Source: an optimization exercise on an open RTL-to-GDS flow (aim: small area). Production flows keep margins and buffers that such runs may drop. Power figures rest on the tool's default switching activity, not on a simulated workload.

// bmp280_spi_uart_v2005
module bmp280_spi_uart_v2005
#(
  parameter CLK_HZ = 50000,
  parameter BAUD   = 5000,
  parameter SCK_HZ = 12500
)(
  input  wire clk,
  input  wire rst_n,
  output wire spi_csn,
  output wire spi_sck,
  output wire spi_mosi,
  input  wire spi_miso,
  output wire uart_tx
);
  reg [6:0] g;                  
  wire [5:0] t = g[5:0];
  wire eow = (t == 6'd63);
  reg [6:0] pc;
  reg [7:0] j;
  reg first, f2;
  wire [1:0] cls;
  wire [4:0] xs;
  wire [3:0] ys;
  wire [3:0] ki;
  wire [2:0] msrc;
  wire [4:0] jc;
  wire [1:0] jend;
  wire mmul;
  wire fsub;
  wire clr;
  wire mdiv;
  wire mdve;
  wire md10;
  wire conv;
  wire isT;
  wire [1:0] subm;
  wire dA;
  wire dB;
  wire dC;
  wire dD;
  wire [1:0] bw;
  wire bsx;
  wire tinv;
  wire ltsign;
  wire lnz;
  wire ldsign;
  wire nzg;
  wire [7:0] chr;
  wire [1:0] ctype;
  wire [2:0] spit;
  wire lastpc;
  ...
For scale: ~1200 cells after synthesis, roughly 0.013 mm² of cells after synthesis.
clock: 1000.0 ns
lec_check: 0
abc_area: 1
cap_margin: 20
core_margin: 2
core_utilization: 55
gpl_timing_driven: 0
place_density: 0.7
slew_margin: 20
synth_memory_max_bits: 16384
standard.sh (not shown) runs the stock make flow with config.mk's settings and CLKGATE_MAP_FILE= SYNTH_SCRIPT=/design/flow/synth_recipe.tcl, a recipe that flattens the netlist after the stock synthesis.
==> flow/flow/run.sh <==
#!/bin/bash
# Own layout flow:
#  1. the standard synthesis (standard.sh synth), unchanged;
#  2. its combinational logic re-mapped for area with a stronger ABC script
#     (resynth.ys, opt.abc); every register instance is kept as it is, same
#     name and cell;
#  3. the standard layout from that netlist, with clock tree synthesis
#     using clkbuf_4 clusters and no dummy loads.
# Each tool's output goes to a log file of its own in this folder.
set -euo pipefail
W=$PWD
R=$W/orfs/results/$FLOW_PLATFORM/bmp280_spi_uart_v2005/base
L=$W/orfs/logs/$FLOW_PLATFORM/bmp280_spi_uart_v2005/base
bash standard.sh synth > log_1_standard_synth.txt 2>&1
cp "$R/1_2_yosys.v" "$W/synth_standard.v"
LIB=$FLOW_HOME/platforms/$FLOW_PLATFORM/lib/sky130_fd_sc_hd__tt_025C_1v80.lib
DU=$(grep -o -- '-dont_use [A-Za-z0-9_]*' "$L/1_2_yosys.log" | sort -u | tr '\n' ' ')
YOSYS=$FLOW_HOME/../tools/install/yosys/bin/yosys
[ -x "$YOSYS" ] || YOSYS=yosys
sed -e "s|@LIB@|$LIB|g" -e "s|@DU@|$DU|g" -e "s|@IN@|$W/synth_standard.v|g" \
    -e "s|@OUT@|$W/synth_resynth.v|g" -e "s|@ABC@|$W/flow/opt.abc|g" -e "s|@TOP@|$FLOW_TOP|g" \
    flow/resynth.ys > "$W/resynth_run.ys"
"$YOSYS" -s "$W/resynth_run.ys" > log_2_resynth.txt 2>&1
cp "$W/synth_resynth.v" "$R/1_2_yosys.v"
rm -f "$R/1_synth.odb" "$R/1_synth.sdc"
bash standard.sh "CTS_ARGS=-sink_clustering_enable -repair_clock_nets -dont_use_dummy_load -buf_list sky130_fd_sc_hd__clkbuf_16 -sink_clustering_size 30 -sink_clustering_max_diameter 60" finish > log_3_standard_layout.txt 2>&1
==> flow/flow/opt.abc <==
&get -n
&deepsyn -T 180
&put
dch -f
amap
strash
dch -f
amap
topo
==> flow/flow/resynth.ys <==
# Re-map the combinational logic of the standard synthesis netlist for area.
# Register cells are kept as hierarchy (not flattened), so every register
# instance keeps its name and cell type.
read_liberty -ignore_miss_func @LIB@
read_verilog @IN@
hierarchy -top @TOP@
setattr -mod -set keep_hierarchy 1 sky130_fd_sc_hd__df* sky130_fd_sc_hd__edf* sky130_fd_sc_hd__sdf* sky130_fd_sc_hd__dl* sky130_fd_sc_hd__conb*
flatten
opt_clean
abc -liberty @LIB@ @DU@ -script @ABC@
opt_clean -purge
splitnets
opt_clean -purge
hilomap -singleton -hicell sky130_fd_sc_hd__conb_1 HI -locell sky130_fd_sc_hd__conb_1 LO
select @TOP@
stat -liberty @LIB@
write_verilog -noattr -nohex -nodec -selected @OUT@
The starting point passed the timing, DRC and antenna checks.
Rerun with:
--- a/flow/flow/run.sh
+++ b/flow/flow/run.sh
@@ -25,2 +25,2 @@
 rm -f "$R/1_synth.odb" "$R/1_synth.sdc"
-bash standard.sh "CTS_ARGS=-sink_clustering_enable -repair_clock_nets -dont_use_dummy_load -buf_list sky130_fd_sc_hd__clkbuf_16 -sink_clustering_size 30 -sink_clustering_max_diameter 60" finish > log_3_standard_layout.txt 2>&1
+bash standard.sh "CTS_ARGS=-sink_clustering_enable -repair_clock_nets -dont_use_dummy_load -buf_list sky130_fd_sc_hd__clkbuf_4 -sink_clustering_size 10 -sink_clustering_max_diameter 35" finish > log_3_standard_layout.txt 2>&1
==> flow/flow/opt.abc (replaced) <==
&get -n
&deepsyn -T 60
&put
dch -f
amap
strash
dch -f
amap
topo
Cell count rises by 2.8%.
Area after synthesis barely changes.
Hold slack improved by 28 ps.
Power falls by about 5.4%.
Final area falls by about 1.1%.
Wire length falls by about 3%.
Worst setup slack improved by 120 ps.
Clock skew barely changes.
Clock power falls by about 18%.
Via count rises by about 2.8%.
Rerun with:
==> flow/flow/opt.abc (replaced) <==
&get -n
&deepsyn -T 180
&put
dch -f
amap
strash
dch -f
amap
topo
Sequential share of layout area is about the same.
Final area stays flat.
Total power shrinks by 1.3%.
Routed wire length came out higher by 0.45%.
Function was not checked in any run of this note: the RTL went through the layout flow alone.

* * *

## v12
bmp280_spi_uart_v2005, a different RTL version from the one above (not shown whole).
Size: ~7 I/O pins.
==> flow/design.v (excerpt) <==
module bmp280_spi_uart_v2005
#(
  parameter CLK_HZ = 50000,
  parameter BAUD   = 5000,
  parameter SCK_HZ = 12500
)(
  input  wire clk,
  input  wire rst_n,
  output wire spi_csn,
  output wire spi_sck,
  output wire spi_mosi,
  input  wire spi_miso,
  output wire uart_tx
);
Settings: LEC_CHECK=0, ABC_AREA=1, CAP_MARGIN=20, CORE_MARGIN=2, CORE_UTILIZATION=55, GPL_TIMING_DRIVEN=0, PLACE_DENSITY=0.7, SLEW_MARGIN=20, SYNTH_MEMORY_MAX_BITS=16384; clock period 1000.0 ns.
==> flow/flow/run.sh <==
#!/bin/bash
# Own layout flow:
#  1. the standard synthesis (standard.sh synth), unchanged;
#  2. its combinational logic re-mapped for area with a stronger ABC script
#     (resynth.ys, opt.abc); every register instance is kept as it is, same
#     name and cell;
#  3. the standard layout from that netlist, with clock tree synthesis
#     using clkbuf_8 clusters and no dummy loads.
# Each tool's output goes to a log file of its own in this folder.
set -euo pipefail
W=$PWD
R=$W/orfs/results/$FLOW_PLATFORM/bmp280_spi_uart_v2005/base
L=$W/orfs/logs/$FLOW_PLATFORM/bmp280_spi_uart_v2005/base
bash standard.sh synth > log_1_standard_synth.txt 2>&1
cp "$R/1_2_yosys.v" "$W/synth_standard.v"
LIB=$FLOW_HOME/platforms/$FLOW_PLATFORM/lib/sky130_fd_sc_hd__tt_025C_1v80.lib
DU=$(grep -o -- '-dont_use [A-Za-z0-9_]*' "$L/1_2_yosys.log" | sort -u | tr '\n' ' ')
YOSYS=$FLOW_HOME/../tools/install/yosys/bin/yosys
[ -x "$YOSYS" ] || YOSYS=yosys
sed -e "s|@LIB@|$LIB|g" -e "s|@DU@|$DU|g" -e "s|@IN@|$W/synth_standard.v|g" \
    -e "s|@OUT@|$W/synth_resynth.v|g" -e "s|@ABC@|$W/flow/opt.abc|g" -e "s|@TOP@|$FLOW_TOP|g" \
    flow/resynth.ys > "$W/resynth_run.ys"
"$YOSYS" -s "$W/resynth_run.ys" > log_2_resynth.txt 2>&1
cp "$W/synth_resynth.v" "$R/1_2_yosys.v"
rm -f "$R/1_synth.odb" "$R/1_synth.sdc"
bash standard.sh "CTS_ARGS=-sink_clustering_enable -repair_clock_nets -dont_use_dummy_load -buf_list sky130_fd_sc_hd__clkbuf_8 -sink_clustering_size 18 -sink_clustering_max_diameter 60" finish > log_3_standard_layout.txt 2>&1
==> flow/flow/opt.abc <==
&get -n
&deepsyn -T 60
&put
dch -f
amap
strash
dch -f
amap
topo
Scripts as last shown in full above: flow/flow/resynth.ys
Input changes introduced in v27 (baseline for comparison: v12):
# v12
export LEC_CHECK = 0
export ABC_AREA = 1
export CAP_MARGIN = 20
export CORE_MARGIN = 2
export CORE_UTILIZATION = 55
export GPL_TIMING_DRIVEN = 0
export PLACE_DENSITY = 0.7
export SLEW_MARGIN = 20
export SYNTH_MEMORY_MAX_BITS = 16384
create_clock -name core_clock -period 1000.0 [get_ports {clk}]
# v27
export LEC_CHECK = 0
export ABC_AREA = 1
export CAP_MARGIN = 20
export CORE_MARGIN = 2
export CORE_UTILIZATION = 33
export GPL_TIMING_DRIVEN = 0
export PLACE_DENSITY = 0.5
export SLEW_MARGIN = 20
export SYNTH_MEMORY_MAX_BITS = 16384
create_clock -name core_clock -period 1000.0 [get_ports {clk}]
## What came out
Between v12 and v27, placed instance count increased.
Compared with v12, v27 shows a worst hold slack that is 0.028 ns lower.
Compared to v12, v27 has count of clock-buffer cells in the layout 5.6% higher.
Die: v27 bigger than v12
On largest fanout on the critical path: v27 sits above v12.
Taking v12 as the reference point, the total wirelength of the detailed-routed design of v27 rises by about 3.4%.
Going from v12 to v27, path length in cells of the critical path grows by 1.
v27 reports a higher final cell count without fillers than v12 does.
[compare] base=v12 new=v27: worst setup slack moved down; cell area reported after detailed placement rose about 1.8%.
Setup changes, v27 to v46
-- flow/flow/run.sh --
<<< v27, line 26
bash standard.sh "CTS_ARGS=-sink_clustering_enable -repair_clock_nets -dont_use_dummy_load -buf_list sky130_fd_sc_hd__clkbuf_8 -sink_clustering_size 18 -sink_clustering_max_diameter 60" finish > log_3_standard_layout.txt 2>&1
>>> v46, line 26
bash standard.sh "CTS_ARGS=-sink_clustering_enable -repair_clock_nets -dont_use_dummy_load -buf_list sky130_fd_sc_hd__clkbuf_4 -sink_clustering_size 12 -sink_clustering_max_diameter 40" finish > log_3_standard_layout.txt 2>&1
Notes after the runs:
Going from v27 to v46, remaining max-slew budget at the tightest pin went down; fmax did not really move; post-detailed-route via-to-cell ratio went up; worst setup slack went down; sequential share of layout area went up.
v46 | status: complete | timing, DRC, antenna: pass
When v46 is set beside v27, its total power turns out to be 0.00078 mW smaller.
Between v27 and v46, met3 capacity usage during global routing is higher for v46, v27 comes in under that.
Function was not checked in any run of this note: the RTL went through the layout flow alone.

[separate check: timing with driven ports]
Ports are ideal in the flow. The routed layouts listed here were re-timed in OpenROAD. Step 1, drivers: a clkbuf_16 drives clk and a buf_2 each remaining input, both assumed. Step 2 adds t to the input delays and takes it off the output delays; t is the mean of the earliest and latest rising clock arrival at the registers after step 1. Input paths then give back, and output paths get back, about the clock's delay inside the block. Three values: ideal ports, drivers, drivers and shift; two values: the first two.
run | shift t [ns] | slack for setup (ns) | worst setup path at the end | pins driven straight from the clock port
the first run of note 1 | 0.578 | 793.008 / 792.959 / 793.537 | register to output | 1
the second run of note 1 | 0.710 | 793.131 / 793.090 / 793.800 | register to output | 1
the third run of note 1 | 0.724 | 792.851 / 792.810 / 793.535 | register to output | 1
v12 | 0.567 | 792.599 / 792.554 / 793.121 | register to output | 1
v27 | 0.610 | 792.486 / 792.441 / 793.051 | register to output | 1
v46 | 0.773 | 792.329 / 792.284 / 793.058 | register to output | 1
After both steps setup and hold are still met in every run listed.
